What follows belongs to an exercise in optimizing a design on an open flow for small area, a short achievable clock period and few clock cycles; a production flow would make more cautious choices.
Only simulation tests tie the RTL to the original design; equivalence was not proved.
No run shown here takes its clock network from TritonCTS; it comes from the design's own scripts or RTL.
No driver is modelled on the clock port, so clock power and skew are understated where the tree is cut down; a real chip needs a root buffer or a tree.
Power figures rest on the tool's default switching activity, not on a simulated workload.

`design/flow/flow/run.sh`:
```
#!/bin/bash
# Standard ORFS layout, except: small fast port buffers, a tighter setup repair
# target, and a hand-built one-level clock tree (flow/manual_cts.tcl) in place of TritonCTS.
set -euo pipefail
KNOBS=$(cat flow/knobs.txt)
eval bash standard.sh $KNOBS PRE_CTS_TCL=$PWD/flow/manual_cts.tcl finish > standard_flow.log 2>&1
```
`design/flow/flow/knobs.txt`:
```
BUFFER_PORTS_ARGS='-buffer_cell sky130_fd_sc_hd__buf_2' MATCH_CELL_FOOTPRINT=0 SETUP_SLACK_MARGIN=7.3 MCTS_NBUF=4 MCTS_BUF=sky130_fd_sc_hd__buf_12
```
`design/flow/flow/manual_cts.tcl`:
```
set nbuf $::env(MCTS_NBUF)
set bufm $::env(MCTS_BUF)
set block [ord::get_db_block]
set db [ord::get_db]
set master [$db findMaster $bufm]
set clknet [$block findNet clk]
set sinks [$clknet getITerms]
puts "manual_cts: [llength $sinks] clock sinks, $nbuf x $bufm"

set pts {}
foreach it $sinks {
  set bb [[$it getInst] getBBox]
  lappend pts [list [expr {([$bb xMin] + [$bb xMax]) / 2}] [expr {([$bb yMin] + [$bb yMax]) / 2}]]
}

proc mcts_cmp {axis a b} {
  global mcts_pts
  return [expr {[lindex $mcts_pts $a $axis] - [lindex $mcts_pts $b $axis]}]
}

proc mcts_bisect {ids parts} {
  global mcts_pts
  if {$parts == 1} { return [list $ids] }
  set xs [lsort -integer [lmap i $ids {lindex $mcts_pts $i 0}]]
  set ys [lsort -integer [lmap i $ids {lindex $mcts_pts $i 1}]]
  set axis [expr {([lindex $xs end] - [lindex $xs 0]) >= ([lindex $ys end] - [lindex $ys 0]) ? 0 : 1}]
  set sorted [lsort -command [list mcts_cmp $axis] $ids]
  set p1 [expr {$parts / 2}]
  set h [expr {([llength $sorted] * $p1 + $parts / 2) / $parts}]
  return [concat [mcts_bisect [lrange $sorted 0 [expr {$h - 1}]] $p1] \
                 [mcts_bisect [lrange $sorted $h end] [expr {$parts - $p1}]]]
}

set ::mcts_pts $pts
set ids {}
for {set i 0} {$i < [llength $pts]} {incr i} { lappend ids $i }
set groups [mcts_bisect $ids $nbuf]

set c 0
foreach grp $groups {
  set inst [odb::dbInst_create $block $master "mcts_buf_$c"]
  set net [odb::dbNet_create $block "mcts_clk_$c"]
  $net setSigType CLOCK
  [$inst findITerm A] connect $clknet
  [$inst findITerm X] connect $net
  set sx 0; set sy 0
  foreach i $grp {
    set it [lindex $sinks $i]
    $it disconnect
    $it connect $net
    incr sx [lindex $pts $i 0]; incr sy [lindex $pts $i 1]
  }
  set k [llength $grp]
  set x [expr {$sx / $k - [$master getWidth] / 2}]
  set y [expr {$sy / $k - [$master getHeight] / 2}]
  $inst setLocation $x $y
  $inst setPlacementStatus PLACED
  puts "manual_cts: buffer $c at ($x, $y) drives $k sinks"
  incr c
}
$clknet setSigType CLOCK

# TritonCTS is not run.
rename clock_tree_synthesis orig_clock_tree_synthesis
proc clock_tree_synthesis {args} { puts "manual_cts: TritonCTS skipped" }
```
`design/flow/standard.sh`:
```
#!/bin/bash
# synth_recipe.tcl (not shown) runs the flow's synth.tcl, then flattens the netlist and writes it again
# the make line also repeats each setting of config.mk as NAME=value (left out here)
make -C /OpenROAD-flow-scripts/flow DESIGN_CONFIG=/design/flow/config.mk WORK_HOME=/design/flow/orfs CLKGATE_MAP_FILE= SYNTH_SCRIPT=/design/flow/synth_recipe.tcl "${@:-finish}"
```
`design/flow/config.mk`:
```
export PLATFORM = sky130hd
export DESIGN_NAME = LZ77_Encoder
export DESIGN_NICKNAME = LZ77_Encoder
export VERILOG_FILES = /design/flow/design.v
export SDC_FILE = /design/flow/constraint.sdc
export NUM_CORES = 8
export LEC_CHECK = 0
export CAP_MARGIN = 20
export CORE_MARGIN = 2
export CORE_UTILIZATION = 50
export PLACE_DENSITY = 0.6
export SLEW_MARGIN = 20
```
`design/flow/constraint.sdc`:
```
create_clock -name core_clock -period 10.0 [get_ports {clk}]
set_input_delay 2.0000 -clock core_clock [delete_from_list [all_inputs] [get_ports {clk}]]
set_output_delay 2.0000 -clock core_clock [all_outputs]
set_load 0.01 [all_outputs]
```
`design/flow/design.v`:
```
module LZ77_Encoder(clk,reset,chardata,valid,encode,finish,offset,match_len,char_nxt);
input               clk;
input               reset;
input       [7:0]   chardata;
output  reg         valid;
output              encode;
output  reg         finish;
output  reg [3:0]   offset;
output  reg [2:0]   match_len;
output      [7:0]   char_nxt;
reg  [7:0] hist [0:8];
reg  [8:0] hv;
reg        eq9;
reg  [8:0] dead;
reg  [2:0] k;
integer j;
assign encode   = 1'b1;
assign char_nxt = hist[1];
wire [8:0] eq;
genvar g;
generate
    for (g = 1; g <= 8; g = g + 1) begin : cmp
        assign eq[g-1] = hv[g] & (hist[0] == hist[g]);
    end
endgenerate
assign eq[8] = eq9;
wire       live = hv[0];
wire [8:0] nm   = ~dead & eq;
wire       emit = (nm == 9'd0) | (k == 3'd7) | ~live;
wire       last = live & (hist[0] == 8'h24);
reg  [3:0] best;
always @(*) begin
    best = 4'd0;
    for (j = 0; j < 9; j = j + 1)
        if (!dead[j]) best = j;
end
wire [2:0] k_inc = {k[2] ^ (k[1] & k[0]), k[1] ^ k[0], ~k[0]};
always @(posedge clk) begin
    hist[0] <= chardata;
    for (j = 1; j <= 8; j = j + 1)
        hist[j] <= hist[j-1];
    eq9       <= hv[8] & (chardata == hist[8]);
    match_len <= k;
    offset    <= (k == 3'd0) ? 4'd0 : best;
    valid     <= ~reset & live & emit & ~finish;
    finish    <= ~reset & (finish | last);
end
reg  [8:0] hs;
always @(*) begin
    for (j = 0; j < 9; j = j + 1)
        hv[j] = (j % 2) ? ~hs[j] : hs[j];
end
always @(posedge clk) begin
    hs[0] <= ~reset;
    for (j = 1; j < 9; j = j + 1)
        if (j % 2) hs[j] <= ~(~reset & hs[j-1]);
        else       hs[j] <= ~(reset | hs[j-1]);
end
always @(posedge clk) begin
    if (emit) begin
        dead <= 9'd0;
        k    <= 3'd0;
    end else begin
        dead <= ~nm;
        k    <= k_inc;
    end
end
endmodule
```
==> results.txt, run 1 <==
- Worst path buffer plus inverter count: 1
- Critical-path cell with the highest stage delay: sky130_fd_sc_hd__dfxtp_1
- Core Footprint: 0.006350 mm²
- Critical path capture point type: output pin
- 1st-iter DRT viols: 81
- Kind of start point of the critical path: flip-flop
- Final count of negative-setup-slack endpoints: 0
- Final worst slack: 7.339 ns
- Most frequently used cell type in the post-synthesis netlist: sky130_fd_sc_hd__dfxtp_1
- Detail Route Antenna Nets: 0
- Count of TritonRoute iterations in the first routing pass: 4
- Top flip-flop cell by instance count after synthesis: sky130_fd_sc_hd__dfxtp_1
- Switching power total: 0.0001346 W
- WL per Instance: 15.82 µm
- Total Die Area: 0.007256 mm²
- Cell Count, Final, Fillers Out: 375
- Routed vias/inst: 4.859
- Met3 track demand over resource: 0.7782%
- Number of synthesized flops with an enable pin: 0
- Reg-to-Reg Start: hist[0][3]
- All-layer global routing usage: 16.45%
- Count of vias placed by the detailed router: 1,822
- Sequential fraction of the synthesis area: 62.57%
- Effective utilization at floorplan: 51.90%
- Outcome: complete, no violations
- Placed cell count: 369
- Hold Vio Cnt, Final: 0
- Slew Limit Fails: 0
- Global-route congestion overflow total: 0
- Weighted congestion at the end of routability-driven global placement: 0.7885
- Combinational group share of total power: 5.8%
- Largest vdd supply drop: 145.1 µV
- Setup repair after global routing missed its margin: yes
- Area growth syn-to-layout: 7.365%
- Area of the mapped netlist: 0.003296 mm²
- Clock transition at the registers of the reported paths: 0.10 ns
- Post-layout utilization of the core: 55.72%
- Top cells by area in the synthesized netlist: sky130_fd_sc_hd__dfxtp_1 (63%), sky130_fd_sc_hd__xnor2_1 (9.6%), sky130_fd_sc_hd__xor2_1 (8.8%), sky130_fd_sc_hd__buf_4 (1.8%), sky130_fd_sc_hd__nor2_1 (1.6%)
- Die span in y: 85.19 µm
- Commonest cells in the netlist: sky130_fd_sc_hd__dfxtp_1 (103), sky130_fd_sc_hd__xnor2_1 (36), sky130_fd_sc_hd__xor2_1 (33), sky130_fd_sc_hd__nor2_1 (14)
- Worst hold path endpoint: hist[8][6]
- Max-Cap Viols: 0
- Actual slew at the worst max-slew pin: 0.5913 ns
- Worst reg2reg path depth: 7
- Cell family with most CP delay: flip-flops
- Class of the most critical setup path: reg -> out
- Total detailed-routing wirelength: 5933 µm
- Fraction of met1 tracks used by global routing: 24.88%
- Clk Latency, worst-skew pair: 0.13 ns
- Worst path cell trace: buf_2
- Post-layout net count: 313
- DIE WIDTH: 85.19 µm
- Global-route wire length before repair: 9397 µm
- Number of global-route vias before repair: 1,780
- I/O Pins: 28
- Top Usage Layer GRT: met2
- Share of async-settable or async-resettable flops after synthesis: 0%
- Met2 layer usage reported by global route: 26.63%
- Num rows: 29
- Class of the tightest hold or removal check: reg -> reg
- Part of the power in the clock network: 25.4%
- Sequential Power Share: 68.7%
- Share of final-layout standard cells stronger than drive strength 1: 13.09%
- Post-synthesis area per instance: 11.94 µm²
- Hpwl dp: 4531 µm
- DRC violations left: 0
- Largest area contributor in the netlist: sky130_fd_sc_hd__dfxtp_1
- Antenna Cells: 0
- Hold path cells: 0
- Final worst path period need: 2.661 ns
- Critical path peak fanout: 3
- CP arrival: 0.66 ns
- Area share of the largest cell type after synthesis: 62.57%
- Static Leak: 1.436 nW
- Unique cell type count in the Yosys netlist: 31
- Antenna violations before repair: 0
- Ys Warns: 2
- Setup total negative slack: 0 ns
- Port-buffer cells: 26
- Reg2Reg Setup Slack: 7.58 ns
- Worst hold path startpoint: hist[7][6]
- Net Sw Frac: 20.81%
- Remaining max-slew budget at the tightest pin: 60.22%
- Ratio of total power to cell area: 182.8 mW/mm²
- Fraction of the cycle the final worst path needs: 26.61%
- Maximum number of pins on one net before global-route repair: 27
- Design internal power: 0.0005122 W
- Net Count, Synth: 289
- Hold_buf cts: 0
- Placement Setup Slack: 7.172 ns
- Cell count after synthesis: 276
- Fin Clk Skew: 0.007174 ns
- Total of flip-flops plus latches after synthesis: 103
- FF-to-FF End: dead[5]
- Critical Path RT: 8.00 ns
- Max Fclk: 375.8 MHz
- Worst stage delay on the critical path: 0.38 ns
-- worst max-delay path by stage --
stage	depth (start not counted)	endpoint	slack [ns]	from
floorplan	3	eq9	7.43	chardata[7]
global placement	5	eq9	7.20	chardata[0]
detailed placement	5	eq9	7.17	chardata[0]
CTS	5	eq9	7.17	chardata[0]
global route	5	eq9	7.29	chardata[0]
finish	1	char_nxt[5]	7.34	hist[1][5]
-- placed cells by master (no fill, tap or decap), drive strengths merged --
master,Yosys,final
nand2,9,9
a21oi,2,2
o41ai,1,1
xnor2,36,36
dfxtp,103,103
nand3,9,9
nor4b,1,1
conb,1,1
and3,1,1
or4,1,1
xor2,33,33
a221o,1,1
inv,10,10
nand3b,2,2
nor4,7,7
a31oi,1,1
ha,3,3
nor3,8,8
nand4,5,5
a41oi,2,2
or3,1,1
o21ai,2,2
nand2b,2,2
o2111ai,1,1
nor3b,3,3
buf,10,32
nor2,14,14
nor2b,7,7
-- cells by family (layout without fill, tap and decap cells) --
logic type      Yosys count  count (layout)  share of synthesized area, %
fa+ha+maj                 3               3                         1.139
compound gates           10              10                         2.734
other cells               1               1                        0.1138
flops                   103             103                         62.57
simple gates             70              70                         11.47
buf+inv                  20              42                         3.644
xor+xnor                 69              69                         18.34
-- layout make-up --
| class | count | area (µm²) |
|---|---|---|
| Fill cell | 549 | 2811 |
| Sequential cell | 103 | 2066 |
| Multi-Input combinational cell | 153 | 1114 |
| Timing Repair Buffer | 28 | 145.1 |
| Tap cell | 77 | 96.34 |
| Buffer | 4 | 80.08 |
| Inverter | 10 | 37.54 |
-- flip-flops by register name, summed over array words and instances, names as in the netlist --
name and cells:
eq9 1, valid 1, match_len 3, offset 4, dead 9, hs 9
k 3, finish 1, hist 72
-- worst register-to-register path, cell delays in order, from the launching register on --
cell	delay, ns
sky130_fd_sc_hd__dfxtp_1	0.67
sky130_fd_sc_hd__xor2_1	0.14
sky130_fd_sc_hd__nor4_1	0.34
sky130_fd_sc_hd__nand4_1	0.22
sky130_fd_sc_hd__nor4_1	0.49
sky130_fd_sc_hd__o41ai_4	0.18
sky130_fd_sc_hd__buf_4	0.20
sky130_fd_sc_hd__nor2b_1	0.12
-- routing by layer --
layer / share of wire, % / vias up
li1: - / 933
met1: 50 / 837
met2: 44 / 46
met3: 4.2 / 6
met4: 1.6 / 0
met5: 0 / -
-- stage by stage --
step / hold slack [ns] / instance area, µm² / total power [W]
3_3_place_gp: 0.3523 / 3440 / 0.0004926
3_5_place_dp: 0.3530 / 3440 / 0.0004922
6_report: 0.3621 / 3538 / 0.0006469
2_1_floorplan: 0.3319 / 3296 / 0.0004785
5_1_grt: 0.3712 / 3538 / 0.0006701
4_1_cts: 0.3530 / 3520 / 0.0006202
-- power groups by stage --
stage	clock, W	combinational [W]	sequential, W
floorplan	0	0.0000327	0.000446
global placement	0	0.0000389	0.000454
global route	0.000182	0.0000411	0.000447
CTS	0.000127	0.0000383	0.000455
finish	0.000165	0.0000378	0.000445
detailed placement	0	0.0000380	0.000454
-- timing repair --
action,CTS,global route
pin swaps,0,1
buffers inserted,0,2
endpoints found under the setup margin,1,17
gates resized for setup,0,3
Testbench counts, summed over its fixed seeds: cycles 49,224.
==> run 2, diff against run 1 <==
==> design/flow/flow/knobs.txt (replaced) <==
BUFFER_PORTS_ARGS='-buffer_cell sky130_fd_sc_hd__buf_2' MATCH_CELL_FOOTPRINT=0 SETUP_SLACK_MARGIN=7.3 MCTS_NBUF=3 MCTS_BUF=sky130_fd_sc_hd__buf_12
==> run 2 against run 1 <==
Against the previous run:
- still clean on timing, DRC and antenna
- register-to-register slack lost 0.02 ns
- design area shrank 0.14%
- area after synthesis is the same
- critical path type unchanged
==> results.txt, run 2 <==
- Outcome: complete, no violations
- Most frequently used cell type in the post-synthesis netlist: sky130_fd_sc_hd__dfxtp_1
- Antenna Cells: 0
- Area of the mapped netlist: 0.003296 mm²
- Weighted congestion at the end of routability-driven global placement: 0.7885
- Worst hold margin: 0.3699 ns
- Largest area contributor in the netlist: sky130_fd_sc_hd__dfxtp_1
- Instance area after placement: 0.003440 mm²
- Kind of start point of the critical path: flip-flop
- Remaining max-slew budget at the tightest pin: 60.30%
- Cell family with most CP delay: flip-flops
- Static Leak: 1.432 nW
- Sequential Power Share: 70.5%
- Worst stage delay on the critical path: 0.38 ns
- Worst path buffer plus inverter count: 1
- Global-route congestion overflow total: 0
- Post-synthesis area per instance: 11.94 µm²
- Detail Route Antenna Nets: 0
- Global-route wire length before repair: 9246 µm
- Switching power total: 0.0001341 W
- Count of TritonRoute iterations in the first routing pass: 4
- Critical path peak fanout: 3
- Top flip-flop cell by instance count after synthesis: sky130_fd_sc_hd__dfxtp_1
- Setup repair after global routing missed its margin: no
- Placed cell count: 369
- Area growth syn-to-layout: 7.213%
- I/O Pins: 28
- Number of global-route vias before repair: 1,767
- Share of final-layout standard cells stronger than drive strength 1: 15.10%
- Cell Count, Final, Fillers Out: 375
- Die span in y: 85.19 µm
- Design internal power: 0.0004967 W
- Final worst slack: 7.335 ns
- 1st-iter DRT viols: 75
- Unique cell type count in the Yosys netlist: 31
- Placement Setup Slack: 7.172 ns
- Fin Clk Skew: 0.007473 ns
- Port-buffer cells: 26
- CP arrival: 0.66 ns
- Most frequent standard cell in the layout excluding fill and tap cells: sky130_fd_sc_hd__dfxtp_1
- Ratio of total power to cell area: 178.5 mW/mm²
- Total of flip-flops plus latches after synthesis: 103
- Clock transition at the registers of the reported paths: 0.12 ns
- Post-layout net count: 313
- DIE WIDTH: 85.19 µm
- Total detailed-routing wirelength: 5872 µm
- Max-Cap Viols: 0
- Commonest cells in the netlist: sky130_fd_sc_hd__dfxtp_1 (103), sky130_fd_sc_hd__xnor2_1 (36), sky130_fd_sc_hd__xor2_1 (33), sky130_fd_sc_hd__nor2_1 (14)
- Share of async-settable or async-resettable flops after synthesis: 0%
- Actual slew at the worst max-slew pin: 0.5901 ns
- Max Fclk: 375.3 MHz
- Class of the tightest hold or removal check: reg -> reg
- Count of vias placed by the detailed router: 1,827
- All-layer global routing usage: 16.18%
- Slew Limit Fails: 0
- Register bank with the most flops: hist
- Critical Path RT: 8.00 ns
- Combinational group share of total power: 6.1%
- Net Count, Synth: 289
- Antenna violations before repair: 0
- Hpwl dp: 4531 µm
- Fraction of the cycle the final worst path needs: 26.65%
- Hold Vio Cnt, Final: 0
- Clk Latency, worst-skew pair: 0.15 ns
- Biggest registers after layout: hist x72, dead x9, hs x9
- Total Die Area: 0.007256 mm²
- Critical-path cell with the highest stage delay: sky130_fd_sc_hd__dfxtp_2
- Ys Warns: 2
- Top cells by area in the synthesized netlist: sky130_fd_sc_hd__dfxtp_1 (63%), sky130_fd_sc_hd__xnor2_1 (9.6%), sky130_fd_sc_hd__xor2_1 (8.8%), sky130_fd_sc_hd__buf_4 (1.8%), sky130_fd_sc_hd__nor2_1 (1.6%)
- Part of the power in the clock network: 23.5%
- Core Footprint: 0.006350 mm²
- Net Sw Frac: 21.26%
- Critical path capture point type: output pin
- Final design area excluding fillers: 0.003533 mm²
- Effective utilization at floorplan: 51.90%
- Class of the most critical setup path: reg -> out
- Cell count after synthesis: 276
- Most used cells in the layout excluding fill and tap cells: sky130_fd_sc_hd__dfxtp_1 (94), sky130_fd_sc_hd__xnor2_1 (36), sky130_fd_sc_hd__xor2_1 (33)
- Routed vias/inst: 4.872
- Num rows: 29
- Sequential fraction of the synthesis area: 62.57%
- DRC violations left: 0
- Largest vdd supply drop: 163.7 µV
- WL per Instance: 15.66 µm
- Fillers: 552
- Number of flip-flops under the largest register name: 72
- Maximum number of pins on one net before global-route repair: 36
- Number of synthesized flops with an enable pin: 0
- Final worst path period need: 2.665 ns
- Final count of negative-setup-slack endpoints: 0
- Setup total negative slack: 0 ns
- Worst path cell trace: buf_2
- Area share of the largest cell type after synthesis: 62.57%
## run 2: changes by cell type in the layout (fill, tap and decap cells not counted)
cell	previous run	this run
sky130_fd_sc_hd__dfxtp_1	100	94
sky130_fd_sc_hd__dfxtp_2	3	9
sky130_fd_sc_hd__buf_12	4	3
sky130_fd_sc_hd__buf_4	2	3
## run 2: what timing repair did
item,in CTS,in global routing
resized for setup,0,9
setup endpoints to repair,1,22
setup buffers,0,3
hold buffers,0,0
pin swaps,0,1
## run 2: per-stage QoR
step	utilization [%]	total power, W
after floorplan	-	0.0004785
after global placement	54.17	0.0004926
after detailed placement	54.17	0.0004922
after CTS	55.11	0.0006043
after global routing	55.65	0.0006526
final	55.65	0.0006309
## run 2: metal layers
| metal | vias up | global-route usage (%) | part of all wire [%] |
|---|---|---|---|
| li1 | 934 | - | - |
| met1 | 856 | 24.63 | 51 |
| met2 | 31 | 26.42 | 45 |
| met3 | 6 | 0.7782 | 3.0 |
| met4 | 0 | 2.020 | 1.6 |
| met5 | - | 0 | 0 |
## run 2: logic make-up after synthesis
| kind of cell | count (synthesis) | synth area share (%) |
|---|---|---|
| other | 1 | 0.1138 |
| adder cells (fa/ha/maj) | 3 | 1.139 |
| XOR/XNOR | 69 | 18.34 |
| flip-flops | 103 | 62.57 |
| AND/OR/NAND/NOR | 70 | 11.47 |
| buffers and inverters | 20 | 3.644 |
| AO/OA/AOI/OAI | 10 | 2.734 |
## run 2: final timing paths
kind | cells past startpoint | start | endpoint | slack (ns)
max | 1 | finish | finish | 7.34
min | 0 | hist[6][0] | hist[7][0] | 0.37
max reg2reg | 7 | hist[0][7] | dead[5] | 7.56
min reg2reg | 0 | hist[6][0] | hist[7][0] | 0.37
## run 2: cell type report
cell class / count / area, µm² / share of cell area [%]
Sequential cell: 103 / 2073 / 58.68
Multi-Input combinational cell: 153 / 1114 / 31.52
Timing Repair Buffer: 29 / 152.6 / 4.320
Tap cell: 77 / 96.34 / 2.727
Buffer: 3 / 60.06 / 1.700
Inverter: 10 / 37.54 / 1.062
## run 2: power by group through the flow
stage | sequential, W | combinational [W] | clock, W
after floorplan | 0.000446 | 0.0000327 | 0
after global placement | 0.000454 | 0.0000389 | 0
after detailed placement | 0.000454 | 0.0000380 | 0
after CTS | 0.000455 | 0.0000383 | 0.000111
after global routing | 0.000448 | 0.0000416 | 0.000163
final | 0.000445 | 0.0000382 | 0.000148
==> run 3, diff against run 2 <==
--- a/design/flow/flow/run.sh
+++ b/design/flow/flow/run.sh
@@ -4,3 +4,3 @@
 set -euo pipefail
 KNOBS=$(cat flow/knobs.txt)
-eval bash standard.sh $KNOBS PRE_CTS_TCL=$PWD/flow/manual_cts.tcl finish > standard_flow.log 2>&1
+eval bash standard.sh $KNOBS PRE_CTS_TCL=$PWD/flow/manual_cts.tcl POST_CTS_TCL=$PWD/flow/post_cts.tcl finish > standard_flow.log 2>&1
==> design/flow/flow/knobs.txt (replaced) <==
BUFFER_PORTS_ARGS='-buffer_cell sky130_fd_sc_hd__buf_2' MATCH_CELL_FOOTPRINT=0 SETUP_SLACK_MARGIN=7.3 MCTS_NBUF=4 MCTS_BUF=sky130_fd_sc_hd__buf_12
==> design/flow/flow/post_cts.tcl (new file) <==
# POST_CTS hook: downsize cells whose paths have slack to spare (keeping the
# setup target of the timing repair), then legalise the placement again.
estimate_parasitics -placement
repair_timing -recover_power 100 -setup_margin $::env(SETUP_SLACK_MARGIN) -verbose
detailed_placement
==> run 3 against run 2 <==
Against the previous run:
- clock power up 11%
- total power up 2.5%
- critical path type is now in -> reg
- largest cell class unchanged
- critical endpoint is now eq9
- global-route usage up 0.25 points
==> results.txt, run 3 <==
- Count of vias placed by the detailed router: 1,820
- Number of flip-flops under the largest register name: 72
- Clock transition at the registers of the reported paths: 0.10 ns
- Cell count after synthesis: 276
- Count of TritonRoute iterations in the first routing pass: 6
- Effective utilization at floorplan: 51.90%
- Detail Route Antenna Nets: 0
- Most used cells in the layout excluding fill and tap cells: sky130_fd_sc_hd__dfxtp_1 (90), sky130_fd_sc_hd__xnor2_1 (36), sky130_fd_sc_hd__xor2_1 (33)
- Num rows: 29
- Placement Setup Slack: 7.172 ns
- Area of the mapped netlist: 0.003296 mm²
- Net Count, Synth: 289
- Static Leak: 1.365 nW
- Placed cell count: 369
- Cell Count, Final, Fillers Out: 374
- Fraction of the cycle the final worst path needs: 26.65%
- Post-synthesis area per instance: 11.94 µm²
- Number of synthesized flops with an enable pin: 0
- Top cells by area in the synthesized netlist: sky130_fd_sc_hd__dfxtp_1 (63%), sky130_fd_sc_hd__xnor2_1 (9.6%), sky130_fd_sc_hd__xor2_1 (8.8%), sky130_fd_sc_hd__buf_4 (1.8%), sky130_fd_sc_hd__nor2_1 (1.6%)
- Largest area contributor in the netlist: sky130_fd_sc_hd__dfxtp_1
- Class of the most critical setup path: in -> reg
- Number of global-route vias before repair: 1,778
- Ratio of total power to cell area: 184.1 mW/mm²
- Final worst slack: 7.335 ns
- Critical Path RT: 10.09 ns
- Share of async-settable or async-resettable flops after synthesis: 0%
- Worst path buffer plus inverter count: 1
- Total Die Area: 0.007256 mm²
- Worst path cell trace: clkbuf_1, xnor2_1, nand4_1, nor4_1, and3_1
- Ys Warns: 2
- Register bank with the most flops: hist
- Slew Limit Fails: 0
- Class of the tightest hold or removal check: reg -> reg
- Worst stage delay on the critical path: 0.18 ns
- CP arrival: 2.75 ns
- Routed vias/inst: 4.866
- Max-Cap Viols: 0
- Critical path peak fanout: 2
- Post-layout net count: 312
- Sequential fraction of the synthesis area: 62.57%
- Area growth syn-to-layout: 6.568%
- Actual slew at the worst max-slew pin: 0.5856 ns
- Critical-path cell with the highest stage delay: sky130_fd_sc_hd__nor4_1
- Die span in y: 85.19 µm
- WL per Instance: 15.93 µm
- Biggest registers after layout: hist x72, dead x9, hs x9
- Antenna Cells: 0
- Antenna violations before repair: 0
- All-layer global routing usage: 16.43%
- Setup total negative slack: 0 ns
- Max Fclk: 375.3 MHz
- Total of flip-flops plus latches after synthesis: 103
- DIE WIDTH: 85.19 µm
- Hpwl dp: 4531 µm
- Global-route wire length before repair: 9377 µm
- Clk Latency, worst-skew pair: 0.13 ns
- Core Footprint: 0.006350 mm²
- I/O Pins: 28
- Largest vdd supply drop: 144.7 µV
- Kind of start point of the critical path: primary input
- Final worst path period need: 2.665 ns
- Global-route congestion overflow total: 0
- Fin Clk Skew: 0.007032 ns
- Total detailed-routing wirelength: 5956 µm
- Share of final-layout standard cells stronger than drive strength 1: 9.428%
- Critical path capture point type: flip-flop
- Weighted congestion at the end of routability-driven global placement: 0.7885
- DRC violations left: 0
- Top flip-flop cell by instance count after synthesis: sky130_fd_sc_hd__dfxtp_1
- Maximum number of pins on one net before global-route repair: 27
- Outcome: complete, no violations
- Hold Vio Cnt, Final: 0
- Cell family with most CP delay: simple AND/OR/NAND/NOR gates
- Final count of negative-setup-slack endpoints: 0
- Unique cell type count in the Yosys netlist: 31
- Most frequently used cell type in the post-synthesis netlist: sky130_fd_sc_hd__dfxtp_1
- Commonest cells in the netlist: sky130_fd_sc_hd__dfxtp_1 (103), sky130_fd_sc_hd__xnor2_1 (36), sky130_fd_sc_hd__xor2_1 (33), sky130_fd_sc_hd__nor2_1 (14)
- Most frequent standard cell in the layout excluding fill and tap cells: sky130_fd_sc_hd__dfxtp_1
- Remaining max-slew budget at the tightest pin: 60.60%
- 1st-iter DRT viols: 79
- Area share of the largest cell type after synthesis: 62.57%
- Setup repair after global routing missed its margin: yes
- Port-buffer cells: 26
run 3: worst paths after layout:
check              startpoint    endpoint  cells past startpoint  slack [ns]
setup / recovery  chardata[1]         eq9                      5        7.34
hold reg to reg    hist[7][6]  hist[8][6]                      0        0.36
hold / removal     hist[7][6]  hist[8][6]                      0        0.36
setup reg to reg   hist[0][1]     dead[4]                      7        7.45
run 3: logic make-up after synthesis:
kind of cell             count (synthesis)  synth area share [%]
flip-flops                             103                 62.57
AND/OR/NAND/NOR                         70                 11.47
XOR/XNOR                                69                 18.34
buffers and inverters                   20                 3.644
AO/OA/AOI/OAI                           10                 2.734
adder cells (fa/ha/maj)                  3                 1.139
other                                    1                0.1138
run 3: power by group:
part / switching (W) / internal [W] / total (W) / leakage (nW)
Clock: 0.0000991 / 0.0000652 / 0.000164 / 0.0376
Combinational: 0.0000178 / 0.0000193 / 0.0000371 / 0.469
Sequential: 0.0000177 / 0.000427 / 0.000445 / 0.859
run 3: per-stage QoR:
step	total power, W	util (%)	cell area [µm²]	hold slack (ns)
detailed placement	0.0004922	54.17	3440	0.3530
global placement	0.0004926	54.17	3440	0.3523
floorplan	0.0004785	-	3296	0.3319
global route	0.0006699	55.31	3512	0.3712
finish	0.0006466	55.31	3512	0.3617
run 3: cell type report:
class,instances,area (µm²)
inverters,10,37.54
multi-input cells,153,1106
fillers,567,2838
plain buffers,4,80.08
well taps,77,96.34
repair buffers,27,113.9
flip-flops and latches,103,2078
run 3: per-layer routing:
layer	part of all wire, %	vias up	GRT usage, %
li1	-	932	-
met4	1.6	0	2.886
met1	52	848	24.81
met2	44	34	26.63
met3	3.1	6	0.7782
met5	0	-	0
==> run 4, diff against run 3 <==
--- a/design/flow/design.v
+++ b/design/flow/design.v
@@ -11,5 +11,6 @@
 reg  [7:0] hist [0:8];
 reg  [8:0] hv;
-reg        eq9;
+reg        eq9l, eq9h;
+reg        eq1;
 reg  [8:0] dead;
 reg  [2:0] k;
@@ -20,9 +21,10 @@
 genvar g;
 generate
-    for (g = 1; g <= 8; g = g + 1) begin : cmp
+    for (g = 2; g <= 8; g = g + 1) begin : cmp
         assign eq[g-1] = hv[g] & (hist[0] == hist[g]);
     end
 endgenerate
-assign eq[8] = eq9;
+assign eq[0] = hv[1] & eq1;
+assign eq[8] = eq9l & eq9h;
 wire       live = hv[0];
 wire [8:0] nm   = ~dead & eq;
@@ -40,5 +42,7 @@
     for (j = 1; j <= 8; j = j + 1)
         hist[j] <= hist[j-1];
-    eq9       <= hv[8] & (chardata == hist[8]);
+    eq1       <= (chardata == hist[0]);
+    eq9l      <= hv[8] & (chardata[3:0] == hist[8][3:0]);
+    eq9h      <= (chardata[7:4] == hist[8][7:4]);
     match_len <= k;
     offset    <= (k == 3'd0) ? 4'd0 : best;
==> run 4 against run 3 <==
Against the previous run:
- synthesized cell count increased by 1.1%
- area after synthesis increased by 1.3%
- register-to-register slack better by 0.16 ns
- sequential share of layout area is 0.29 points higher
- final cell count increased by 0.53%
- global-route usage shrank 0.30 points
- design area is 0.71% higher
- worst hold slack got worse by 0.0049 ns
- core utilization rose by 0.078 points
==> results.txt, run 4 <==
- Antenna violations before repair: 0
- Fin Clk Skew: 0.01115 ns
- Post-layout utilization of the core: 55.39%
- Total detailed-routing wirelength: 5722 µm
- Top sig layer: met4
- Setup total negative slack: 0 ns
- Worst setup path startpoint: hist[1][0]
- Largest area contributor in the netlist: sky130_fd_sc_hd__dfxtp_1
- Routed wl met3: 187 µm
- Cell count after synthesis: 279
- DIE WIDTH: 85.70 µm
- Worst stage delay on the critical path: 0.34 ns
- Routed vias/inst: 4.771
- Met2 WL post-DR: 2503 µm
- Area of the mapped netlist: 0.003337 mm²
- Outcome: complete, no violations
- Cell family with most CP delay: flip-flops
- Count of TritonRoute iterations in the first routing pass: 4
- Critical-path cell with the highest stage delay: sky130_fd_sc_hd__dfxtp_1
- Critical Path RT: 8.00 ns
- Largest vdd supply drop: 163.5 µV
- Final worst path period need: 2.632 ns
- Share of final-layout standard cells stronger than drive strength 1: 5.686%
- All-layer global routing usage: 16.13%
- Wire length the detailed router placed on met1: 3015 µm
- 1st-iter DRT viols: 87
- Actual slew at the worst max-slew pin: 0.5743 ns
- Critical path peak fanout: 2
- Class of the tightest hold or removal check: reg -> reg
- Critical path capture point type: output pin
- Hold Vio Cnt, Final: 0
- Most frequent standard cell in the layout excluding fill and tap cells: sky130_fd_sc_hd__dfxtp_1
- DRC violations left: 0
- Global-route congestion overflow total: 0
- Die span in y: 85.70 µm
- Top flip-flop cell by instance count after synthesis: sky130_fd_sc_hd__dfxtp_1
- Kind of start point of the critical path: flip-flop
- Max-Cap Viols: 0
- Most used cells in the layout excluding fill and tap cells: sky130_fd_sc_hd__dfxtp_1 (104), sky130_fd_sc_hd__xnor2_1 (53), sky130_fd_sc_hd__clkbuf_1 (25)
- Maximum number of pins on one net before global-route repair: 28
- Number of flip-flops under the largest register name: 72
- Area share of the largest cell type after synthesis: 62.99%
- Remaining max-slew budget at the tightest pin: 61.66%
- Post-synthesis area per instance: 11.96 µm²
- Hpwl dp: 4312 µm
- Worst path cell trace: clkbuf_1
- Setup repair after global routing missed its margin: no
- Max Fclk: 379.9 MHz
- Num rows: 29
- Total Die Area: 0.007344 mm²
- Unique cell type count in the Yosys netlist: 33
- Count of vias placed by the detailed router: 1,794
- I/O Pins: 28
- Class of the most critical setup path: reg -> out
- Port-buffer cells: 26
- Static Leak: 1.312 nW
- Effective utilization at floorplan: 52.25%
- Number of global-route vias before repair: 1,767
- CP arrival: 0.63 ns
- Number of synthesized flops with an enable pin: 0
- Worst path buffer plus inverter count: 1
- Core Footprint: 0.006386 mm²
- Sequential fraction of the synthesis area: 62.99%
- Worst hold path startpoint: hist[1][7]
- Fraction of the cycle the final worst path needs: 26.32%
- Clk Latency, worst-skew pair: 0.14 ns
- Weighted congestion at the end of routability-driven global placement: 0.8132
- Detail Route Antenna Nets: 0
- Area growth syn-to-layout: 5.999%
- Commonest cells in the netlist: sky130_fd_sc_hd__dfxtp_1 (105), sky130_fd_sc_hd__xnor2_1 (53), sky130_fd_sc_hd__xor2_1 (16), sky130_fd_sc_hd__nor2_1 (13)
- Register bank with the most flops: hist
- Ratio of total power to cell area: 185.6 mW/mm²
- Post-layout net count: 314
- Biggest registers after layout: hist x72, dead x9, hs x9
- Slew Limit Fails: 0
- Most frequently used cell type in the post-synthesis netlist: sky130_fd_sc_hd__dfxtp_1
- Antenna Cells: 0
- Global-route wire length before repair: 9328 µm
- Final count of negative-setup-slack endpoints: 0
- Net Count, Synth: 292
- Total of flip-flops plus latches after synthesis: 105
- WL per Instance: 15.22 µm
- Clock transition at the registers of the reported paths: 0.10 ns
- Reg-to-Reg Start: hist[0][1]
- Fillers: 591
- Ys Warns: 2
- Share of async-settable or async-resettable flops after synthesis: 0%
- Top cells by area in the synthesized netlist: sky130_fd_sc_hd__dfxtp_1 (63%), sky130_fd_sc_hd__xnor2_1 (14%), sky130_fd_sc_hd__xor2_1 (4.2%), sky130_fd_sc_hd__nand4_1 (1.5%), sky130_fd_sc_hd__nor2_1 (1.5%)
-- run 4: power by group --
| group | switching [W] | internal, W |
|---|---|---|
| Clock | 0.000102 | 0.0000652 |
| Combinational | 0.0000170 | 0.0000201 |
| Sequential | 0.0000167 | 0.000435 |
-- run 4: metal layers --
metal	track usage (%)	up-vias
met5	0	-
met4	1.299	0
met3	1.347	2
met2	25.43	29
met1	25.25	828
li1	-	935
-- run 4: cell families after synthesis --
group	share of synthesized area (%)
AOI/OAI and AO/OA	2.175
xor gates and xnor gates	18.11
adders and majority gates	1.125
buffers and inverters	3.337
DFF	62.99
other	0.1124
and+or+nand+nor	12.15
-- run 4: through the flow --
step / total power, W / hold WS (ns) / area, µm² / cells / worst slack [ns]
3_3_place_gp: 0.0005008 / 0.3295 / 3493 / 372 / 7.355
5_1_grt: 0.0006819 / 0.3658 / 3537 / 376 / 7.305
3_5_place_dp: 0.0005006 / 0.3323 / 3493 / 372 / 7.366
6_report: 0.0006563 / 0.3569 / 3537 / 376 / 7.368
2_1_floorplan: 0.0004870 / 0.3258 / 3337 / 279 / 7.559
-- run 4: final timing paths --
path                       to  slack (ns)  cells past startpoint
hold reg to reg    hist[2][7]        0.36                      0
setup / recovery  char_nxt[0]        7.37                      1
hold / removal     hist[2][7]        0.36                      0
setup reg to reg      dead[3]        7.61                      6
-- run 4: final cells by class --
| class | instances | area (µm²) | area share (%) |
|---|---|---|---|
| multi-input combinational | 153 | 1117 | 31.59 |
| buffer | 4 | 80.08 | 2.264 |
| tap | 77 | 96.34 | 2.724 |
| sequential | 105 | 2103 | 59.46 |
| timing repair buffer | 26 | 98.84 | 2.794 |
| inverter | 11 | 41.29 | 1.167 |
Testbench counts of run 4, summed over its fixed seeds: cycles 49,224.
==> run 5, diff against run 4 <==
--- a/design/flow/design.v
+++ b/design/flow/design.v
@@ -46,5 +46,5 @@
     eq9h      <= (chardata[7:4] == hist[8][7:4]);
     match_len <= k;
-    offset    <= (k == 3'd0) ? 4'd0 : best;
+    offset    <= best & {4{|k}};
     valid     <= ~reset & live & emit & ~finish;
     finish    <= ~reset & (finish | last);
==> run 5 against run 4 <==
Against the previous run:
- still clean
- sequential share of layout area is 0.48 points higher
- worst setup slack worse by 0.0059 ns
- total power is 0.54% lower
- die area is 0.76% lower
- worst hold slack worse by 0.0021 ns
- critical path type unchanged
- largest cell class unchanged
- highest routed layer unchanged
==> results.txt, run 5 <==
- Cell family with most CP delay: flip-flops
- Synthesized-area fraction occupied by and/or/nand/nor cells: 11.53%
- Final worst slack: 7.362 ns
- Count of vias placed by the detailed router: 1,771
- Share of async-settable or async-resettable flops after synthesis: 0%
- Hold Vio Cnt, Final: 0
- Setup total negative slack: 0 ns
- Area growth syn-to-layout: 6.047%
- 1st-iter DRT viols: 53
- Antenna violations before repair: 0
- Count of TritonRoute iterations in the first routing pass: 4
- Number of flip-flops under the largest register name: 72
- Net Sw Frac: 20.28%
- Post-layout net count: 311
- Area share of the largest cell type after synthesis: 63.49%
- Top cells by area in the synthesized netlist: sky130_fd_sc_hd__dfxtp_1 (63%), sky130_fd_sc_hd__xnor2_1 (14%), sky130_fd_sc_hd__xor2_1 (5.3%), sky130_fd_sc_hd__nand4_1 (1.5%), sky130_fd_sc_hd__nor2_1 (1.5%)
- Fin Clk Skew: 0.008989 ns
- Most frequently used cell type in the post-synthesis netlist: sky130_fd_sc_hd__dfxtp_1
- Effective utilization at floorplan: 51.84%
- Final worst path period need: 2.638 ns
- Actual slew at the worst max-slew pin: 0.5730 ns
- Post-synthesis compound-gate area fraction: 1.625%
- Placement Setup Slack: 7.359 ns
- Sequential fraction of the synthesis area: 63.49%
- Hold path cells: 0
- Remaining max-slew budget at the tightest pin: 61.50%
- Slew Limit Fails: 0
- Combinational group share of total power: 5.6%
- I/O Pins: 28
- Fraction of the cycle the final worst path needs: 26.38%
- Clk Latency, worst-skew pair: 0.13 ns
- Switching power total: 0.0001324 W
- Weighted congestion at the end of routability-driven global placement: 0.8141
- Critical path peak fanout: 3
- Critical path depth in cells: 1
- Core Footprint: 0.006386 mm²
- Reg2Reg Setup Slack: 7.65 ns
- Sequential Power Share: 69.3%
- Clock transition at the registers of the reported paths: 0.10 ns
- Fillers: 588
- Largest area contributor in the netlist: sky130_fd_sc_hd__dfxtp_1
- Cell count after synthesis: 276
- Static Leak: 1.294 nW
- Global-route wire length before repair: 9321 µm
- Worst stage delay on the critical path: 0.36 ns
- Number of global-route vias before repair: 1,751
- Power, Total: 0.0006528 W
- Max Fclk: 379.1 MHz
- CP arrival: 0.64 ns
- Routed vias/inst: 4.748
- Critical-path cell with the highest stage delay: sky130_fd_sc_hd__dfxtp_2
- Part of the power in the clock network: 25.1%
- Total of flip-flops plus latches after synthesis: 105
- Total detailed-routing wirelength: 5693 µm
- Port-buffer cells: 26
- DIE WIDTH: 85.37 µm
- Critical path capture point type: output pin
- All-layer global routing usage: 16.27%
- Worst hold margin: 0.3548 ns
- Ys Warns: 2
- Area of the mapped netlist: 0.003311 mm²
- Top flip-flop cell by instance count after synthesis: sky130_fd_sc_hd__dfxtp_1
- Max-Cap Viols: 0
- Critical Path RT: 8.00 ns
- Design internal power: 0.0005204 W
- Most used cells in the layout excluding fill and tap cells: sky130_fd_sc_hd__dfxtp_1 (103), sky130_fd_sc_hd__xnor2_1 (52), sky130_fd_sc_hd__clkbuf_1 (26)
- Net Count, Synth: 289
- Outcome: complete, no violations
- WL per Instance: 15.26 µm
- Final count of negative-setup-slack endpoints: 0
- Worst path buffer plus inverter count: 1
- Commonest cells in the netlist: sky130_fd_sc_hd__dfxtp_1 (105), sky130_fd_sc_hd__xnor2_1 (52), sky130_fd_sc_hd__xor2_1 (20), sky130_fd_sc_hd__nor2_1 (13), sky130_fd_sc_hd__nand2_1 (10)
- Main combinational cell family by area after synthesis: XOR/XNOR gates
- Biggest registers after layout: hist x72, dead x9, hs x9
- Die span in y: 85.37 µm
- Class of the tightest hold or removal check: reg -> reg
- Worst reg2reg path depth: 6
- Class of the most critical setup path: reg -> out
- Kind of start point of the critical path: flip-flop
- Unique cell type count in the Yosys netlist: 30
- Share of final-layout standard cells stronger than drive strength 1: 4.730%
- Antenna Cells: 0
- Setup repair after global routing missed its margin: no
- Largest vdd supply drop: 152.8 µV
- Ratio of total power to cell area: 185.9 mW/mm²
- Number of synthesized flops with an enable pin: 0
- DRC violations left: 0
- Global-route congestion overflow total: 0
- Num rows: 29
- Total Die Area: 0.007288 mm²
- Detail Route Antenna Nets: 0
- Hpwl dp: 4290 µm
- Maximum number of pins on one net before global-route repair: 28
- Multiplexer share of the synthesized area: 0%
- Xor-xnor portion of the synthesized cell area: 19.05%
- Synthesized-area fraction occupied by adder cells: 1.134%
- Most frequent standard cell in the layout excluding fill and tap cells: sky130_fd_sc_hd__dfxtp_1
- Worst path cell trace: clkbuf_1
- Post-synthesis area per instance: 12.00 µm²
- Register bank with the most flops: hist
==> run 5: changes by cell type in the layout (fill, tap and decap cells not counted), sizes merged, moves of 2 or more <==
cell | previous run | this run
nand3b | 1 | 3
nor3 | 5 | 8
inv | 11 | 8
nand2b | 3 | 1
xor2 | 16 | 20
==> run 5: final timing paths <==
check / from / to
setup reg to reg: hist[0][2] / dead[4]
hold / removal: hist[1][6] / hist[2][6]
setup / recovery: finish / finish
hold reg to reg: hist[1][6] / hist[2][6]
==> run 5: cell type report <==
| type | count | area, µm² | area share (%) |
|---|---|---|---|
| plain buffers | 4 | 80.08 | 2.281 |
| inverters | 8 | 30.03 | 0.8553 |
| flip-flops and latches | 105 | 2105 | 59.94 |
| well taps | 77 | 96.34 | 2.744 |
| repair buffers | 26 | 97.59 | 2.780 |
| multi-input cells | 153 | 1102 | 31.40 |
==> run 5: kinds of logic after synthesis <==
group / Yosys count
XOR/XNOR: 72
other: 1
AND/OR/NAND/NOR: 69
adder cells (fa/ha/maj): 3
AO/OA/AOI/OAI: 8
flip-flops: 105
buffers and inverters: 18
==> run 5: power groups by stage <==
stage          combinational [W]  sequential (W)  clock [W]
2_1_floorplan          0.0000333        0.000454          0
3_3_place_gp           0.0000384        0.000462          0
3_5_place_dp           0.0000379        0.000462          0
5_1_grt                0.0000406        0.000455   0.000182
6_report               0.0000365        0.000452   0.000164
==> run 5: per-layer routing <==
layer  vias up  global-route usage (%)  wire length (µm)
met2        24                   26.70              2578
met3         4                   1.362               198
met5         -                       0                 0
met4         0                   1.154                52
li1        928                       -                 -
met1       815                   24.58              2863
==> run 5: metrics by stage <==
step | std cells | instance area [µm²] | utilization (%)
after detailed placement | 369 | 3466 | 54.27
after global placement | 369 | 3466 | 54.27
after floorplan | 276 | 3311 | -
final | 373 | 3511 | 54.98
after global routing | 373 | 3511 | 54.98
Testbench counts of run 5, summed over its fixed seeds: cycles 49,224.
==> run 6, diff against run 5 <==
==> design/flow/flow/knobs.txt (replaced) <==
BUFFER_PORTS_ARGS='-buffer_cell sky130_fd_sc_hd__buf_2' MATCH_CELL_FOOTPRINT=0 SETUP_SLACK_MARGIN=7.35 MCTS_NBUF=4 MCTS_BUF=sky130_fd_sc_hd__buf_12
==> run 6 against run 5 <==
Against the previous run:
- still clean
- die area is the same
- area after synthesis is the same
- wire length increased by 0.26%
- flip-flop and latch count is the same
- critical endpoint is now char_nxt[7]
- largest cell class unchanged
- largest power group unchanged
==> results.txt, run 6 <==
- Synthesized-area fraction occupied by adder cells: 1.134%
- Top cells by area in the synthesized netlist: sky130_fd_sc_hd__dfxtp_1 (63%), sky130_fd_sc_hd__xnor2_1 (14%), sky130_fd_sc_hd__xor2_1 (5.3%), sky130_fd_sc_hd__nand4_1 (1.5%), sky130_fd_sc_hd__nor2_1 (1.5%)
- Commonest cells in the netlist: sky130_fd_sc_hd__dfxtp_1 (105), sky130_fd_sc_hd__xnor2_1 (52), sky130_fd_sc_hd__xor2_1 (20), sky130_fd_sc_hd__nor2_1 (13), sky130_fd_sc_hd__nand2_1 (10)
- Weighted congestion at the end of routability-driven global placement: 0.8141
- DRC violations left: 0
- Main combinational cell family by area after synthesis: XOR/XNOR gates
- Power, Total: 0.0006534 W
- Xor-xnor portion of the synthesized cell area: 19.05%
- Total detailed-routing wirelength: 5708 µm
- Unique cell type count in the Yosys netlist: 30
- Worst setup path startpoint: hist[1][7]
- Maximum number of pins on one net before global-route repair: 28
- Cell count after synthesis: 276
- Kind of start point of the critical path: flip-flop
- Number of synthesized flops with an enable pin: 0
- Actual slew at the worst max-slew pin: 0.5860 ns
- Post-layout net count: 312
- Class of the most critical setup path: reg -> out
- Detail Route Antenna Nets: 0
- Post-synthesis area per instance: 12.00 µm²
- Critical path peak fanout: 2
- Number of flip-flops under the largest register name: 72
- Critical path capture point type: output pin
- Count of TritonRoute iterations in the first routing pass: 4
- Port-buffer cells: 26
- Final count of negative-setup-slack endpoints: 0
- Number of global-route vias before repair: 1,751
- Area of the mapped netlist: 0.003311 mm²
- Share of final-layout standard cells stronger than drive strength 1: 7.407%
- Sequential fraction of the synthesis area: 63.49%
- Post-layout utilization of the core: 55.23%
- Worst stage delay on the critical path: 0.34 ns
- All-layer global routing usage: 16.27%
- Worst path buffer plus inverter count: 1
- Clock transition at the registers of the reported paths: 0.10 ns
- Most used cells in the layout excluding fill and tap cells: sky130_fd_sc_hd__dfxtp_1 (103), sky130_fd_sc_hd__xnor2_1 (52), sky130_fd_sc_hd__xor2_1 (20)
- Class of the tightest hold or removal check: reg -> reg
- Footprint of the multi-input gates: 0.001102 mm²
- Hold Vio Cnt, Final: 0
- DIE WIDTH: 85.37 µm
- Static Leak: 1.321 nW
- Count of vias placed by the detailed router: 1,771
- Biggest registers after layout: hist x72, dead x9, hs x9
- Total of flip-flops plus latches after synthesis: 105
- Share of async-settable or async-resettable flops after synthesis: 0%
- Fillers: 585
- Placement Setup Slack: 7.359 ns
- Fraction of the cycle the final worst path needs: 26.14%
- Fin Clk Skew: 0.007712 ns
- Die span in y: 85.37 µm
- 1st-iter DRT viols: 59
- Register bank with the most flops: hist
- Net Count, Synth: 289
- Antenna violations before repair: 0
- Most frequent standard cell in the layout excluding fill and tap cells: sky130_fd_sc_hd__dfxtp_1
- Max Fclk: 382.6 MHz
- Core Footprint: 0.006386 mm²
- Worst path cell trace: clkbuf_1
- Worst hold path startpoint: hist[1][6]
- Critical-path cell with the highest stage delay: sky130_fd_sc_hd__dfxtp_1
- Remaining max-slew budget at the tightest pin: 60.63%
- Slew Limit Fails: 0
- Final worst slack: 7.386 ns
- Effective utilization at floorplan: 51.84%
- Setup repair after global routing missed its margin: no
- Setup total negative slack: 0 ns
- WL per Instance: 15.26 µm
- Hpwl dp: 4290 µm
- Top flip-flop cell by instance count after synthesis: sky130_fd_sc_hd__dfxtp_1
- Multiplexer share of the synthesized area: 0%
- Max-Cap Viols: 0
- Reg-to-Reg Start: hist[0][2]
- Num rows: 29
- Cell Count, Final, Fillers Out: 374
- Ratio of total power to cell area: 185.3 mW/mm²
- I/O Pins: 28
- CP arrival: 0.61 ns
- Global-route congestion overflow total: 0
- Clk Latency, worst-skew pair: 0.13 ns
- Total Die Area: 0.007288 mm²
- Sequential cell area: 0.002105 mm²
- Post-synthesis compound-gate area fraction: 1.625%
- Synthesized-area fraction occupied by and/or/nand/nor cells: 11.53%
- Largest vdd supply drop: 153.2 µV
- Ys Warns: 2
- Critical Path RT: 8.00 ns
- Largest area contributor in the netlist: sky130_fd_sc_hd__dfxtp_1
- Antenna Cells: 0
- Outcome: complete, no violations
- Final worst path period need: 2.614 ns
- Routed vias/inst: 4.735
- Global-route wire length before repair: 9321 µm
- Area share of the largest cell type after synthesis: 63.49%
- Placed cell count: 369
- Most frequently used cell type in the post-synthesis netlist: sky130_fd_sc_hd__dfxtp_1
- Cell family with most CP delay: flip-flops
- Area growth syn-to-layout: 6.538%
run 6: cell counts after synthesis:
No cell type changed its count.
run 6: metal layers:
layer	GRT usage (%)	vias up	wire (µm)
met5	0	-	0
met1	24.58	809	2876
li1	-	931	-
met3	1.362	3	215
met4	1.154	0	52
met2	26.70	28	2564
run 6: layout make-up:
class,instances,area share (%)
Sequential cell,105,59.67
Multi-Input combinational cell,153,31.25
Timing Repair Buffer,27,3.228
Tap cell,77,2.731
Buffer,4,2.270
Inverter,8,0.8514
run 6: report_power, final:
part / leakage [nW] / internal [W] / switching (W)
clock network: 0.0376 / 0.0000652 / 0.0000991
logic: 0.408 / 0.0000203 / 0.0000164
registers: 0.875 / 0.000435 / 0.0000172
run 6: worst paths after layout:
path | end | cells past startpoint | slack [ns]
setup / recovery | char_nxt[7] | 1 | 7.39
hold / removal | hist[2][6] | 0 | 0.35
setup reg to reg | dead[4] | 6 | 7.65
hold reg to reg | hist[2][6] | 0 | 0.35
run 6: cell families (layout without fill, tap and decap cells):
family,after synthesis,in the layout
compound gates,8,8
xor+xnor,72,72
fa+ha+maj,3,3
buf+inv,18,39
flops,105,105
other cells,1,1
simple gates,69,69
run 6: through the flow:
step,area [µm²],hold WS [ns]
2_1_floorplan,3311,0.3258
3_3_place_gp,3466,0.3310
3_5_place_dp,3466,0.3322
5_1_grt,3527,0.3655
6_report,3527,0.3548
==> run 7, diff against run 6 <==
--- a/design/flow/design.v
+++ b/design/flow/design.v
@@ -46,5 +46,5 @@
     eq9h      <= (chardata[7:4] == hist[8][7:4]);
     match_len <= k;
-    offset    <= best & {4{|k}};
+    offset    <= (k == 3'd0) ? 4'd0 : best;
     valid     <= ~reset & live & emit & ~finish;
     finish    <= ~reset & (finish | last);
==> run 7 against run 6 <==
Against the previous run:
- global-route usage down 0.14 points
- total power is 0.53% higher
- worst hold slack improved by 0.0019 ns
- core utilization increased by 0.37 points
- via count up 1.2%
- area after synthesis increased by 0.79%
- critical path type unchanged
- critical endpoint is now finish
- largest cell class unchanged
==> results.txt, run 7 <==
- Outcome: complete, no violations
- Largest vdd supply drop: 163.6 µV
- Hpwl dp: 4312 µm
- DRC violations left: 0
- Most frequently used cell type in the post-synthesis netlist: sky130_fd_sc_hd__dfxtp_1
- Cell count after synthesis: 279
- Slew Limit Fails: 0
- Global-route congestion overflow total: 0
- Weighted congestion at the end of routability-driven global placement: 0.8132
- Post-layout net count: 314
- All-layer global routing usage: 16.13%
- Most used cells in the layout excluding fill and tap cells: sky130_fd_sc_hd__dfxtp_1 (101), sky130_fd_sc_hd__xnor2_1 (53), sky130_fd_sc_hd__clkbuf_1 (17)
- Final count of negative-setup-slack endpoints: 0
- Number of synthesized flops with an enable pin: 0
- Worst stage delay on the critical path: 0.36 ns
- Max Fclk: 381.4 MHz
- Share of async-settable or async-resettable flops after synthesis: 0%
- Final worst path period need: 2.622 ns
- Sequential fraction of the synthesis area: 62.99%
- Ratio of total power to cell area: 185.0 mW/mm²
- Kind of start point of the critical path: flip-flop
- CP arrival: 0.62 ns
- Number of global-route vias before repair: 1,767
- Core Footprint: 0.006386 mm²
- Remaining max-slew budget at the tightest pin: 64.17%
- Top cells by area in the synthesized netlist: sky130_fd_sc_hd__dfxtp_1 (63%), sky130_fd_sc_hd__xnor2_1 (14%), sky130_fd_sc_hd__xor2_1 (4.2%), sky130_fd_sc_hd__nand4_1 (1.5%), sky130_fd_sc_hd__nor2_1 (1.5%)
- Hold Vio Cnt, Final: 0
- Worst path buffer plus inverter count: 1
- Die span in y: 85.70 µm
- Commonest cells in the netlist: sky130_fd_sc_hd__dfxtp_1 (105), sky130_fd_sc_hd__xnor2_1 (53), sky130_fd_sc_hd__xor2_1 (16), sky130_fd_sc_hd__nor2_1 (13)
- Class of the most critical setup path: reg -> out
- DIE WIDTH: 85.70 µm
- Static Leak: 1.336 nW
- Total of flip-flops plus latches after synthesis: 105
- Maximum number of pins on one net before global-route repair: 28
- Total Die Area: 0.007344 mm²
- Setup total negative slack: 0 ns
- Net Count, Synth: 292
- Count of vias placed by the detailed router: 1,792
- Routed vias/inst: 4.766
- Clk Latency, worst-skew pair: 0.14 ns
- Final design area excluding fillers: 0.003551 mm²
- Detail Route Antenna Nets: 0
- Biggest registers after layout: hist x72, dead x9, hs x9
- Critical path peak fanout: 3
- Number of flip-flops under the largest register name: 72
- Final worst slack: 7.378 ns
- Critical path capture point type: output pin
- Critical-path cell with the highest stage delay: sky130_fd_sc_hd__dfxtp_2
- Register bank with the most flops: hist
- Worst path cell trace: clkbuf_2
- Unique cell type count in the Yosys netlist: 33
- Ys Warns: 2
- Top flip-flop cell by instance count after synthesis: sky130_fd_sc_hd__dfxtp_1
- Most frequent standard cell in the layout excluding fill and tap cells: sky130_fd_sc_hd__dfxtp_1
- Area share of the largest cell type after synthesis: 62.99%
- Fin Clk Skew: 0.01108 ns
- Count of TritonRoute iterations in the first routing pass: 4
- Largest area contributor in the netlist: sky130_fd_sc_hd__dfxtp_1
- Clock transition at the registers of the reported paths: 0.10 ns
- Post-synthesis area per instance: 11.96 µm²
- Setup repair after global routing missed its margin: yes
- 1st-iter DRT viols: 84
- Class of the tightest hold or removal check: reg -> reg
- Actual slew at the worst max-slew pin: 0.5374 ns
- Instance area after placement: 0.003493 mm²
- Total detailed-routing wirelength: 5724 µm
- Global-route wire length before repair: 9328 µm
- Share of final-layout standard cells stronger than drive strength 1: 9.365%
- Fraction of the cycle the final worst path needs: 26.22%
- Placement Setup Slack: 7.366 ns
- Worst hold margin: 0.3567 ns
- Critical Path RT: 8.00 ns
- Port-buffer cells: 26
- Reg2Reg Setup Slack: 7.67 ns
- Fillers: 589
- Effective utilization at floorplan: 52.25%
- Area growth syn-to-layout: 6.412%
- Cell family with most CP delay: flip-flops
- Num rows: 29
- WL per Instance: 15.22 µm
- Antenna violations before repair: 0
- Area of the mapped netlist: 0.003337 mm²
- Antenna Cells: 0
- I/O Pins: 28
- Max-Cap Viols: 0
run 7: cell count changes after synthesis, moves of 2 or more:
cell | before | now
sky130_fd_sc_hd__nand3b_1 | 3 | 1
sky130_fd_sc_hd__nor3_1 | 6 | 2
sky130_fd_sc_hd__inv_1 | 8 | 11
sky130_fd_sc_hd__nand2b_1 | 1 | 3
sky130_fd_sc_hd__xor2_1 | 20 | 16
sky130_fd_sc_hd__buf_4 | 1 | 3
run 7: through the flow:
stage	cells	total power [W]	util [%]
global placement	372	0.0005008	54.70
floorplan	279	0.0004870	-
detailed placement	372	0.0005006	54.70
finish	376	0.0006569	55.60
global route	376	0.0006824	55.60
run 7: cell families after synthesis:
group	after synthesis	share of synthesized area [%]
simple gates	70	12.15
xor+xnor	69	18.11
flops	105	62.99
buf+inv	21	3.337
fa+ha+maj	3	1.125
compound gates	10	2.175
other cells	1	0.1124
run 7: final timing paths:
path              startpoint         end  cells after the start
setup / recovery      finish      finish                      1
hold / removal    hist[1][7]  hist[2][7]                      0
setup reg to reg  hist[0][6]     dead[3]                      6
hold reg to reg   hist[1][7]  hist[2][7]                      0
run 7: where the power goes:
part	switching, W	internal, W
sequential	0.0000168	0.000435
clock	0.000102	0.0000652
combinational	0.0000170	0.0000205
run 7: final cells by class:
cell class	instances	area, µm²	area share (%)
plain buffers	4	80.08	2.255
inverters	11	41.29	1.163
multi-input cells	153	1117	31.47
flip-flops and latches	105	2107	59.34
well taps	77	96.34	2.713
repair buffers	26	108.9	3.066
run 7: layer usage:
metal | vias up | part of all wire [%] | GRT usage (%)
met2 | 29 | 44 | 25.43
met4 | 0 | 0.30 | 1.299
li1 | 935 | - | -
met1 | 826 | 53 | 25.25
met5 | - | 0 | 0
met3 | 2 | 3.3 | 1.347
Testbench counts of run 7, summed over its fixed seeds: cycles 49,224.
==> run 8, diff against run 7 <==
==> design/flow/flow/knobs.txt (replaced) <==
BUFFER_PORTS_ARGS='-buffer_cell sky130_fd_sc_hd__buf_2' MATCH_CELL_FOOTPRINT=0 SETUP_SLACK_MARGIN=7.4 MCTS_NBUF=4 MCTS_BUF=sky130_fd_sc_hd__buf_12
==> run 8 against run 7 <==
Against the previous run:
- synthesized cell count did not move
- sequential share of layout area decreased by 1.4 points
- register-to-register slack got worse by 0.03 ns
- sequential power is essentially flat
- clock skew decreased by 0.00053 ns
- area after synthesis unchanged
- clock power is essentially flat
- still clean on timing, DRC and antenna
- core utilization grew 1.7 points
- total power grew 0.56%
- maximum frequency up 0.36%
- highest routed layer unchanged
- design area up 3.0%
- combinational power grew 6.7%
==> results.txt, run 8 <==
- DRC violations left: 0
- Area of the mapped netlist: 0.003337 mm²
- Worst hold margin: 0.3637 ns
- Fin Clk Skew: 0.01055 ns
- All-layer global routing usage: 16.09%
- Die span in y: 85.70 µm
- Largest vdd supply drop: 164.0 µV
- Sequential Power Share: 68.5%
- Synthesized-area fraction occupied by and/or/nand/nor cells: 12.15%
- DIE WIDTH: 85.70 µm
- Global-route congestion overflow total: 0
- Net Count, Synth: 292
- Top flip-flop cell by instance count after synthesis: sky130_fd_sc_hd__dfxtp_1
- Hold Vio Cnt, Final: 0
- Num rows: 29
- Actual slew at the worst max-slew pin: 0.5379 ns
- Worst path cell trace: clkbuf_2
- Antenna violations before repair: 0
- Most frequent standard cell in the layout excluding fill and tap cells: sky130_fd_sc_hd__dfxtp_1
- Critical path peak fanout: 3
- Critical-path cell with the highest stage delay: sky130_fd_sc_hd__dfxtp_2
- Final count of negative-setup-slack endpoints: 0
- Reg-to-Reg Start: hist[0][5]
- Final worst path period need: 2.612 ns
- Switching power total: 0.0001371 W
- Fraction of met1 tracks used by global routing: 25.12%
- Max-Cap Viols: 0
- Reg2Reg Setup Slack: 7.64 ns
- Commonest cells in the netlist: sky130_fd_sc_hd__dfxtp_1 (105), sky130_fd_sc_hd__xnor2_1 (53), sky130_fd_sc_hd__xor2_1 (16), sky130_fd_sc_hd__nor2_1 (13)
- Setup total negative slack: 0 ns
- WL per Instance: 15.36 µm
- Design internal power: 0.0005234 W
- Post-layout net count: 315
- Cell family with most CP delay: flip-flops
- 1st-iter DRT viols: 78
- Final design area excluding fillers: 0.003659 mm²
- Count of TritonRoute iterations in the first routing pass: 4
- Post-layout utilization of the core: 57.29%
- Most used cells in the layout excluding fill and tap cells: sky130_fd_sc_hd__dfxtp_1 (91), sky130_fd_sc_hd__xnor2_1 (52), sky130_fd_sc_hd__xor2_1 (16)
- Area share of the largest cell type after synthesis: 62.99%
- Sequential fraction of the synthesis area: 62.99%
- Register bank with the most flops: hist
- Class of the most critical setup path: reg -> out
- Met2 layer usage reported by global route: 25.43%
- Worst path buffer plus inverter count: 1
- Worst stage delay on the critical path: 0.35 ns
- Biggest registers after layout: hist x72, dead x9, hs x9
- Hold path cells: 0
- Effective utilization at floorplan: 52.25%
- Unique cell type count in the Yosys netlist: 33
- Total detailed-routing wirelength: 5792 µm
- Worst hold path endpoint: hist[6][0]
- Post-synthesis compound-gate area fraction: 2.175%
- Static Leak: 1.401 nW
- Weighted congestion at the end of routability-driven global placement: 0.8132
- CP arrival: 0.61 ns
- Part of the power in the clock network: 25.4%
- Main combinational cell family by area after synthesis: XOR/XNOR gates
- Clk Latency, worst-skew pair: 0.14 ns
- Setup repair after global routing missed its margin: yes
- Combinational group share of total power: 6.1%
- Number of global-route vias before repair: 1,767
- Hpwl dp: 4312 µm
- Xor-xnor portion of the synthesized cell area: 18.11%
- Post-synthesis area per instance: 11.96 µm²
- Top Usage Layer GRT: met2
- I/O Pins: 28
- Worst reg2reg path depth: 6
- Met3 track demand over resource: 1.347%
- Fraction of the cycle the final worst path needs: 26.12%
- Ys Warns: 2
- FF-to-FF End: dead[3]
- Net Sw Frac: 20.76%
- Multiplexer share of the synthesized area: 0%
- Area growth syn-to-layout: 9.636%
- Class of the tightest hold or removal check: reg -> reg
- Footprint of the multi-input gates: 0.001125 mm²
- Maximum number of pins on one net before global-route repair: 28
- Ratio of total power to cell area: 180.6 mW/mm²
- Largest area contributor in the netlist: sky130_fd_sc_hd__dfxtp_1
- Critical Path RT: 8.00 ns
- Fillers: 575
- Worst hold path startpoint: hist[5][0]
- Critical path capture point type: output pin
- Cell count after synthesis: 279
- Clock transition at the registers of the reported paths: 0.10 ns
- Most frequently used cell type in the post-synthesis netlist: sky130_fd_sc_hd__dfxtp_1
- Core Footprint: 0.006386 mm²
- Outcome: complete, no violations
- Sequential cell area: 0.002120 mm²
- Share of async-settable or async-resettable flops after synthesis: 0%
- Port-buffer cells: 26
- Remaining max-slew budget at the tightest pin: 64.09%
- Synthesized-area fraction occupied by adder cells: 1.125%
- Number of flip-flops under the largest register name: 72
- Number of synthesized flops with an enable pin: 0
- Routed vias/inst: 4.785
- Max Fclk: 382.8 MHz
- Instance area after placement: 0.003493 mm²
- Detail Route Antenna Nets: 0
- Global-route wire length before repair: 9321 µm
- Kind of start point of the critical path: flip-flop
- Total of flip-flops plus latches after synthesis: 105
- Count of vias placed by the detailed router: 1,804
- Antenna Cells: 0
- Slew Limit Fails: 0
- Top cells by area in the synthesized netlist: sky130_fd_sc_hd__dfxtp_1 (63%), sky130_fd_sc_hd__xnor2_1 (14%), sky130_fd_sc_hd__xor2_1 (4.2%), sky130_fd_sc_hd__nand4_1 (1.5%), sky130_fd_sc_hd__nor2_1 (1.5%)
- Share of final-layout standard cells stronger than drive strength 1: 16.33%
- Total Die Area: 0.007344 mm²
[run 8: cell type report]
cell class,count,area share (%)
inverters,11,1.129
well taps,77,2.633
flip-flops and latches,105,57.93
plain buffers,4,2.189
multi-input cells,153,30.75
repair buffers,27,5.369
[run 8: worst max-delay path by stage]
stage | slack (ns) | from | cells past startpoint | endpoint
floorplan | 7.56 | chardata[5] | 2 | eq9h
global placement | 7.35 | chardata[5] | 4 | eq1
detailed placement | 7.37 | chardata[3] | 3 | eq9l
global route | 7.36 | finish | 1 | finish
finish | 7.39 | finish | 1 | finish
[run 8: layer usage]
metal,up-vias,wire length (µm)
li1,937,-
met1,832,3046
met2,33,2521
met3,2,207
met4,0,17
met5,-,0
[run 8: logic make-up after synthesis]
kind of cell	after synthesis
flip-flops	105
AND/OR/NAND/NOR	70
XOR/XNOR	69
buffers and inverters	21
AO/OA/AOI/OAI	10
adder cells (fa/ha/maj)	3
other	1
[run 8: through the flow]
step | instances | total power, W | setup WS (ns)
after global placement | 372 | 0.0005008 | 7.355
final | 377 | 0.0006606 | 7.388
after global routing | 377 | 0.0006847 | 7.363
after floorplan | 279 | 0.0004870 | 7.559
after detailed placement | 372 | 0.0005006 | 7.366
[run 8: power groups by stage]
stage,registers [W],clock network (W),logic (W)
floorplan,0.000454,0,0.0000335
global placement,0.000462,0,0.0000392
detailed placement,0.000462,0,0.0000388
global route,0.000456,0.000185,0.0000443
finish,0.000453,0.000168,0.0000400

-- port drivers added, routing unchanged --
In the flow no input, the clock included, has a driving cell. The finished layouts below were timed again as built, in two steps.
Step 1 sets driving cells, clkbuf_16 on the clock port and buf_2 on the other inputs (assumed; they add their load-dependent delay and slew).
Step 2 times the ports against the registers' clock, not the clock port: input delays grow and output delays shrink by t, the midpoint of the rising clock arrivals with the driver on.
Slacks: no drivers / after step 1 / after step 2; pairs: no drivers / after step 1.
run | t (ns) | slack for setup (ns) | hold slack, ns | cell pins on the clock port's net
run 1 | 0.211 | 7.339 / 7.258 / 7.187 | 0.362 / 0.362 / 0.362 | 4
run 2 | 0.213 | 7.335 / 7.271 / 7.184 | 0.370 / 0.370 / 0.370 | 3
run 3 | 0.210 | 7.335 / 7.260 / 7.176 | 0.362 / 0.362 / 0.362 | 4
run 4 | 0.213 | 7.368 / 7.287 / 7.281 | 0.357 / 0.357 / 0.357 | 4
run 5 | 0.209 | 7.362 / 7.281 / 7.285 | 0.355 / 0.355 / 0.355 | 4
run 6 | 0.208 | 7.386 / 7.306 / 7.278 | 0.355 / 0.355 / 0.355 | 4
run 7 | 0.213 | 7.378 / 7.297 / 7.321 | 0.357 / 0.357 / 0.357 | 4
run 8 | 0.213 | 7.388 / 7.307 / 7.316 | 0.364 / 0.364 / 0.364 | 4
After both steps setup and hold are still met in every run listed. The setup slack of run 3, which loses most, moves by -0.075 ns with the drivers and by -0.159 ns with both steps.
